This design comes from an exercise in tuning for small area on the open sky130 flow, not from production work. Function was checked by simulation only, so behaviour that the tests miss may differ from the original. Power is estimated from default activity; no workload was simulated.

Setup of the previous run:
==> flow/design.v (excerpt) <==
module TCAM_TOP (
        input                   CLK
       ,input                   RESET
       ,input                   SEARCH
       ,input                   SETTING
       ,input   [127:0]         KEY
       ,input   [15:0]          SETTING_ID
       ,input   [17:0]          SETTING_MASKID
       ,input   [15:0]          SETTING_PRIORITY
       ,output  [15:0]          RULEID
       ,output                  SETTING_COMPLETE
       ,output                  SEARCH_COMPLETE
       ,output                  MISMATCH
       ,input                   DDR3_AVL_INIT
       ,input   [255:0]         DDR3_AVL_READDATA
       ,input                   DDR3_AVL_WAITREQUEST
       ,input                   DDR3_AVL_READDATAVALID
       ,output                  DDR3_AVL_READ
       ,output                  DDR3_AVL_WRITE
       ,output  [18:0]          DDR3_AVL_ADDRESS
       ,output  [255:0]         DDR3_AVL_WRITEDATA
       ,output                  DDR3_AVL_BURSTCOUNT
       ,output                  DDR3_AVL_INITCOMPLETE
	);
    reg search_s1, setting_s1, search_s2, setting_s2;
    always @(posedge CLK or posedge RESET)
        if (RESET) begin
            search_s1 <= 0; setting_s1 <= 0; search_s2 <= 0; setting_s2 <= 0;
        end else begin
            search_s1 <= SEARCH;    setting_s1 <= SETTING;
            search_s2 <= search_s1; setting_s2 <= setting_s1;
        end
    localparam S_IDLE = 4'd0, S_SHIFT = 4'd1, S_RD1 = 4'd2, S_RD2 = 4'd3, S_READ = 4'd4,
               S_MODIFY = 4'd5, S_STWR = 4'd6, S_WRITE = 4'd7, S_COUNT = 4'd8;
    reg [3:0] sc_state;
    reg [3:0] loop_count;
    reg       search_mode, setting_mode;
    reg       sc_read, sc_write, sc_shift, sc_modify, sc_sdv;
    wire      drv_wr, drv_rdv;    
    wire      modify_done;        
    always @(posedge CLK or posedge RESET)
        if (RESET) begin
            loop_count <= 4'd8; search_mode <= 0; setting_mode <= 0; sc_state <= S_IDLE;
            sc_read <= 0; sc_write <= 0; sc_shift <= 0; sc_modify <= 0; sc_sdv <= 0;
        end else begin
            case (sc_state)
  ...
Settings: LEC_CHECK=0, CAP_MARGIN=20, CORE_MARGIN=2, CORE_UTILIZATION=40, SLEW_MARGIN=20; clock period 10.0 ns.
standard.sh (not shown) runs the stock make flow with config.mk's settings and CLKGATE_MAP_FILE= SYNTH_SCRIPT=/design/flow/synth_recipe.tcl, a recipe that flattens the netlist after the stock synthesis.
==> flow/flow/run.sh <==
#!/bin/bash
export BUFFER_PORTS_ARGS="-buffer_cell sky130_fd_sc_hd__buf_1"
export CTS_ARGS="-sink_clustering_enable -repair_clock_nets -dont_use_dummy_load -sink_clustering_size 12 -sink_clustering_max_diameter 50 -buf_list sky130_fd_sc_hd__clkbuf_8"
bash standard.sh > standard.log 2>&1
The inputs of the current run differ from those of the previous run as listed below.
==> flow/flow/run.sh <==
#!/bin/bash
export BUFFER_PORTS_ARGS="-buffer_cell sky130_fd_sc_hd__buf_1"
export CTS_ARGS="-sink_clustering_enable -repair_clock_nets -dont_use_dummy_load -sink_clustering_size 18 -sink_clustering_max_diameter 60 -buf_list sky130_fd_sc_hd__clkbuf_8"
bash standard.sh > standard.log 2>&1
Findings:
The layout clock buffer count in the current run is 0.74 times that in the previous run.
Compared with the previous run, the current run is more frugal on power.
Fmax: the current run below the previous run
From the previous run to the current run the numbers moved as follows: share of the core filled with cells shows a reduction of 0.35 points, area share of xor/xnor cells in the synthesized design shows no meaningful change, setup slack shows a reduction of 0.035 ns, detailed-route wire length per cell shows no meaningful change.
The current run: all stages done; final checks FAILED (max-slew violations).
Compared with the previous run, the current run shows a lower final instance area.
The current run has share of total power in the clock network below what the previous run had.
Between the current run and the previous run, it is the current run whose fraction of area in clock buffers and inverters is lower, by 0.81 points.
Global-route usage: the current run vs the previous run — no meaningful difference

---

Another version of the RTL of TCAM_TOP (not shown whole).
Size in the first run: ~740 I/O pins, about 0.021 mm^2 of cells after synthesis.
Settings: LEC_CHECK=0, CAP_MARGIN=20, CORE_MARGIN=2, CORE_UTILIZATION=40, SLEW_MARGIN=20; clock period 10.0 ns.
==> flow/flow/run.sh <==
#!/bin/bash
# Standard ORFS layout (the standard.sh) with three changes that only
# affect cell choice, not the design or its constraints:
#  - synthesis maps logic with an area-oriented ABC script (flow/abc_area.script);
#    registers are untouched (ABC maps combinational logic only),
#  - ports are buffered with the smallest buffer (buf_1),
#  - CTS uses small clock buffers on small sink clusters, no dummy loads.
# Each tool writes its own log under orfs/logs; make's output is standard.log.
HERE=$(pwd)
{ head -n 1 synth_recipe.tcl
  echo "proc abc {args} { set i [lsearch \$args -script]; if {\$i >= 0} { lset args [expr {\$i + 1}] $HERE/flow/abc_area.script }; yosys abc {*}\$args }"
  tail -n +2 synth_recipe.tcl; } > synth_area.tcl
export BUFFER_PORTS_ARGS="-buffer_cell sky130_fd_sc_hd__buf_1"
export CTS_ARGS="-sink_clustering_enable -repair_clock_nets -dont_use_dummy_load -sink_clustering_size 6 -sink_clustering_max_diameter 30 -buf_list {sky130_fd_sc_hd__clkbuf_2 sky130_fd_sc_hd__clkbuf_4 sky130_fd_sc_hd__clkbuf_8} -sink_clustering_buffer sky130_fd_sc_hd__clkbuf_2"
bash standard.sh SYNTH_SCRIPT=$HERE/synth_area.tcl finish > standard.log 2>&1
==> flow/flow/abc_area.script <==
&get -n
&st
&dch -f
&nf -a -R 1000
&put
The baseline completed with no timing, DRC or antenna violations.
Then changed:
==> flow/flow/run.sh (replaced) <==
#!/bin/bash
export BUFFER_PORTS_ARGS="-buffer_cell sky130_fd_sc_hd__buf_1"
export CTS_ARGS="-sink_clustering_enable -repair_clock_nets -dont_use_dummy_load -sink_clustering_size 8 -sink_clustering_max_diameter 40 -buf_list {sky130_fd_sc_hd__clkbuf_4 sky130_fd_sc_hd__clkbuf_8} -sink_clustering_buffer sky130_fd_sc_hd__clkbuf_4"
bash standard.sh > standard.log 2>&1
removed: flow/flow/abc_area.script
What happened: Power goes up by a few percent; area after synthesis goes up by a few percent; clock skew goes down by 0.0036 ns; routed wire length goes up by a few percent; sequential share of layout area goes down by 2.6 points; worst hold slack gets better by 0.023 ns; synthesized cell count goes up by roughly a tenth; flip-flop and latch count stays the same; cell count goes up by a few percent; fmax hardly moves; design area goes up by a few percent.
Then changed:
==> flow/flow/run.sh (replaced) <==
#!/bin/bash
# Standard ORFS layout (the standard.sh) with three changes that only
# affect cell choice, not the design or its constraints:
#  - synthesis maps logic with an area-oriented ABC script (flow/abc_area.script);
#    registers are untouched (ABC maps combinational logic only),
#  - ports are buffered with the smallest buffer (buf_1),
#  - CTS uses small clock buffers on small sink clusters, no dummy loads.
# Each tool writes its own log under orfs/logs; make's output is standard.log.
HERE=$(pwd)
{ head -n 1 synth_recipe.tcl
  echo "proc abc {args} { set i [lsearch \$args -script]; if {\$i >= 0} { lset args [expr {\$i + 1}] $HERE/flow/abc_area.script }; yosys abc {*}\$args }"
  tail -n +2 synth_recipe.tcl; } > synth_area.tcl
export BUFFER_PORTS_ARGS="-buffer_cell sky130_fd_sc_hd__buf_1"
export CTS_ARGS="-sink_clustering_enable -repair_clock_nets -dont_use_dummy_load -sink_clustering_size 8 -sink_clustering_max_diameter 40 -buf_list {sky130_fd_sc_hd__clkbuf_4 sky130_fd_sc_hd__clkbuf_8} -sink_clustering_buffer sky130_fd_sc_hd__clkbuf_4"
bash standard.sh SYNTH_SCRIPT=$HERE/synth_area.tcl finish > standard.log 2>&1
==> flow/flow/abc_area.script (new file) <==
&get -n
&st
&dch -f
&nf -a -R 1000
&put
The changed run completed with no timing, DRC or antenna violations.
Critical path depth does not change.
Worst hold slack stays flat.
Routed wire length went down by a few percent.
Maximum frequency hardly moves.
Then changed:
==> flow/flow/run.sh (replaced) <==
#!/bin/bash
# Standard ORFS layout; ports are buffered with the smallest buffer, CTS uses
# small clock buffers on small sink clusters and adds no dummy loads. Each
# tool writes its own log under orfs/logs; make output goes to standard.log.
export BUFFER_PORTS_ARGS="-buffer_cell sky130_fd_sc_hd__buf_1"
export CTS_ARGS="-sink_clustering_enable -repair_clock_nets -dont_use_dummy_load -sink_clustering_size 12 -sink_clustering_max_diameter 50 -buf_list sky130_fd_sc_hd__clkbuf_8"
bash standard.sh > standard.log 2>&1
removed: flow/flow/abc_area.script
Setup slack got worse by 0.019 ns.
Cell area rises by 4.7%.
Synthesized area rises by 6.5%.
Routed wire length rises by 4.8%.
Non-clock buffer count falls by 3.
Utilization falls by 0.90 points.
Global-route usage falls by 0.51 points.
Sequential power rises by about 4%.
Die area rises by about 6.4%.
Power rises by 6.9%.
Critical path depth is unchanged.

---

Another version of the RTL of TCAM_TOP (not shown whole).
Size in the first run: about 1700 cells after synthesis, roughly 460 flip-flops, roughly 740 I/O pins, ~20000 µm² of cells after synthesis.
Settings: LEC_CHECK=0, CAP_MARGIN=20, CORE_MARGIN=2, CORE_UTILIZATION=40, SLEW_MARGIN=20; clock period 10.0 ns.
==> flow/flow/run.sh <==
#!/bin/bash
# Standard ORFS layout (the standard.sh) with three changes that only
# affect cell choice, not the design or its constraints:
#  - synthesis maps logic with an area-oriented ABC script (flow/abc_area.script);
#    registers are untouched (ABC maps combinational logic only),
#  - ports are buffered with the smallest buffer (buf_1),
#  - CTS uses small clock buffers on small sink clusters, no dummy loads.
# Each tool writes its own log under orfs/logs; make's output is standard.log.
HERE=$(pwd)
{ head -n 1 synth_recipe.tcl
  echo "proc abc {args} { set i [lsearch \$args -script]; if {\$i >= 0} { lset args [expr {\$i + 1}] $HERE/flow/abc_area.script }; yosys abc {*}\$args }"
  tail -n +2 synth_recipe.tcl; } > synth_area.tcl
export BUFFER_PORTS_ARGS="-buffer_cell sky130_fd_sc_hd__buf_1"
export CTS_ARGS="-sink_clustering_enable -repair_clock_nets -dont_use_dummy_load -sink_clustering_size 8 -sink_clustering_max_diameter 40 -buf_list {sky130_fd_sc_hd__clkbuf_4 sky130_fd_sc_hd__clkbuf_8} -sink_clustering_buffer sky130_fd_sc_hd__clkbuf_4"
bash standard.sh SYNTH_SCRIPT=$HERE/synth_area.tcl finish > standard.log 2>&1
==> flow/flow/abc_area.script <==
&get -n
&st
&dch -f
&nf -a -R 1000
&put
strash
&get -n
&st
&dch -f
&nf -a -R 1000
&put
Change:
--- a/flow/flow/run.sh
+++ b/flow/flow/run.sh
@@ -14 +14 @@
-export CTS_ARGS="-sink_clustering_enable -repair_clock_nets -dont_use_dummy_load -sink_clustering_size 8 -sink_clustering_max_diameter 40 -buf_list {sky130_fd_sc_hd__clkbuf_4 sky130_fd_sc_hd__clkbuf_8} -sink_clustering_buffer sky130_fd_sc_hd__clkbuf_4"
+export CTS_ARGS="-sink_clustering_enable -repair_clock_nets -dont_use_dummy_load -sink_clustering_size 10 -sink_clustering_max_diameter 32 -buf_list {sky130_fd_sc_hd__clkbuf_4 sky130_fd_sc_hd__clkbuf_8} -sink_clustering_buffer sky130_fd_sc_hd__clkbuf_4"
==> flow/flow/abc_area.script (replaced) <==
&get -n
&st
&dch -f
&nf -a -R 1000
&put
Outcome:
- The changed run completed without violations
- sequential power is about the same
- worst hold slack gains 8.4 ps
- count of clock-buffer cells in the layout is unchanged
- synthesized cell count increases slightly
- die area increases slightly
- via count increases slightly
- routed wire length increases by a few percent
- clock skew increases by 18 ps
- setup slack gains 130 ps
Change:
--- a/flow/flow/run.sh
+++ b/flow/flow/run.sh
@@ -14 +14 @@
-export CTS_ARGS="-sink_clustering_enable -repair_clock_nets -dont_use_dummy_load -sink_clustering_size 10 -sink_clustering_max_diameter 32 -buf_list {sky130_fd_sc_hd__clkbuf_4 sky130_fd_sc_hd__clkbuf_8} -sink_clustering_buffer sky130_fd_sc_hd__clkbuf_4"
+export CTS_ARGS="-sink_clustering_enable -repair_clock_nets -dont_use_dummy_load -sink_clustering_size 9 -sink_clustering_max_diameter 36 -buf_list {sky130_fd_sc_hd__clkbuf_4 sky130_fd_sc_hd__clkbuf_8} -sink_clustering_buffer sky130_fd_sc_hd__clkbuf_4"
Effect:
- critical path depth does not change
- count of clock-buffer cells in the layout decreases by 6
- sequential power stays flat
- cell area stays flat
- first-iteration DRC count increases by a few percent
- setup slack improves by 75 ps
- via count shrinks slightly
Change:
--- a/flow/flow/run.sh
+++ b/flow/flow/run.sh
@@ -14 +14 @@
-export CTS_ARGS="-sink_clustering_enable -repair_clock_nets -dont_use_dummy_load -sink_clustering_size 9 -sink_clustering_max_diameter 36 -buf_list {sky130_fd_sc_hd__clkbuf_4 sky130_fd_sc_hd__clkbuf_8} -sink_clustering_buffer sky130_fd_sc_hd__clkbuf_4"
+export CTS_ARGS="-sink_clustering_enable -repair_clock_nets -dont_use_dummy_load -sink_clustering_size 8 -sink_clustering_max_diameter 40 -buf_list {sky130_fd_sc_hd__clkbuf_4 sky130_fd_sc_hd__clkbuf_8} -sink_clustering_buffer sky130_fd_sc_hd__clkbuf_4"
==> flow/flow/abc_area.script (replaced) <==
&get -n
&st
&dc2
&dch -f
&nf -a -R 1000
&put
Effect: The changed run produced a clean layout. Cell area stays flat. Synthesized area hardly moves. Utilization stays flat. Count of clock-buffer cells in the layout falls by 1. Non-clock buffer count falls by 2. Fmax rises by 1.3%. Power falls by 2.7%.

-- afterwards: timing with drivers on the ports --
No port has a modelled driver above. Below, the same layouts with a new extraction and two added sets of constraints. Step 1 (the two cells are an assumption about what drives the block):
set clk [get_ports {CLK}]
set_driving_cell -lib_cell sky130_fd_sc_hd__clkbuf_16 $clk
set_driving_cell -lib_cell sky130_fd_sc_hd__buf_2 [delete_from_list [all_inputs] $clk]
Step 2 also shifts input and output timing later by t, the mid clock arrival at the registers, as if the neighbouring blocks saw the same clock. Three values: ideal ports, drivers, drivers and shift; two values: the first two.
| run | t, ns | setup slack, ns | clock arrival spread, ns | worst register clock-pin slew, ns |
|---|---|---|---|---|
| the previous run | 0.695 | 5.501 / 5.475 / 4.946 | 0.050 / 0.051 | 0.08 / 0.08 |
| the current run | 0.677 | 5.467 / 5.440 / 5.007 | 0.088 / 0.088 | 0.11 / 0.11 |
| the first run of note 2 | 0.681 | 5.552 / 5.526 / 5.096 | 0.100 / 0.101 | 0.12 / 0.12 |
| the second run of note 2 | 0.677 | 5.543 / 5.503 / 5.242 | 0.098 / 0.097 | 0.10 / 0.10 |
| the third run of note 2 | 0.682 | 5.553 / 5.528 / 5.113 | 0.087 / 0.088 | 0.10 / 0.10 |
| the fourth run of note 2 | 0.681 | 5.535 / 5.488 / 5.355 | 0.068 / 0.067 | 0.09 / 0.09 |
| the first run of note 3 | 0.664 | 5.290 / 5.290 / 5.096 | 0.081 / 0.081 | 0.09 / 0.09 |
| the second run of note 3 | 0.668 | 5.424 / 5.460 / 4.792 | 0.089 / 0.089 | 0.10 / 0.10 |
| the third run of note 3 | 0.670 | 5.499 / 5.525 / 4.861 | 0.082 / 0.082 | 0.10 / 0.10 |
| the fourth run of note 3 | 0.664 | 5.556 / 5.511 / 5.048 | 0.081 / 0.081 | 0.10 / 0.10 |
For the third run of note 3, which loses most, drivers alone change the setup slack by +0.026 ns; drivers and shift together by -0.638 ns.
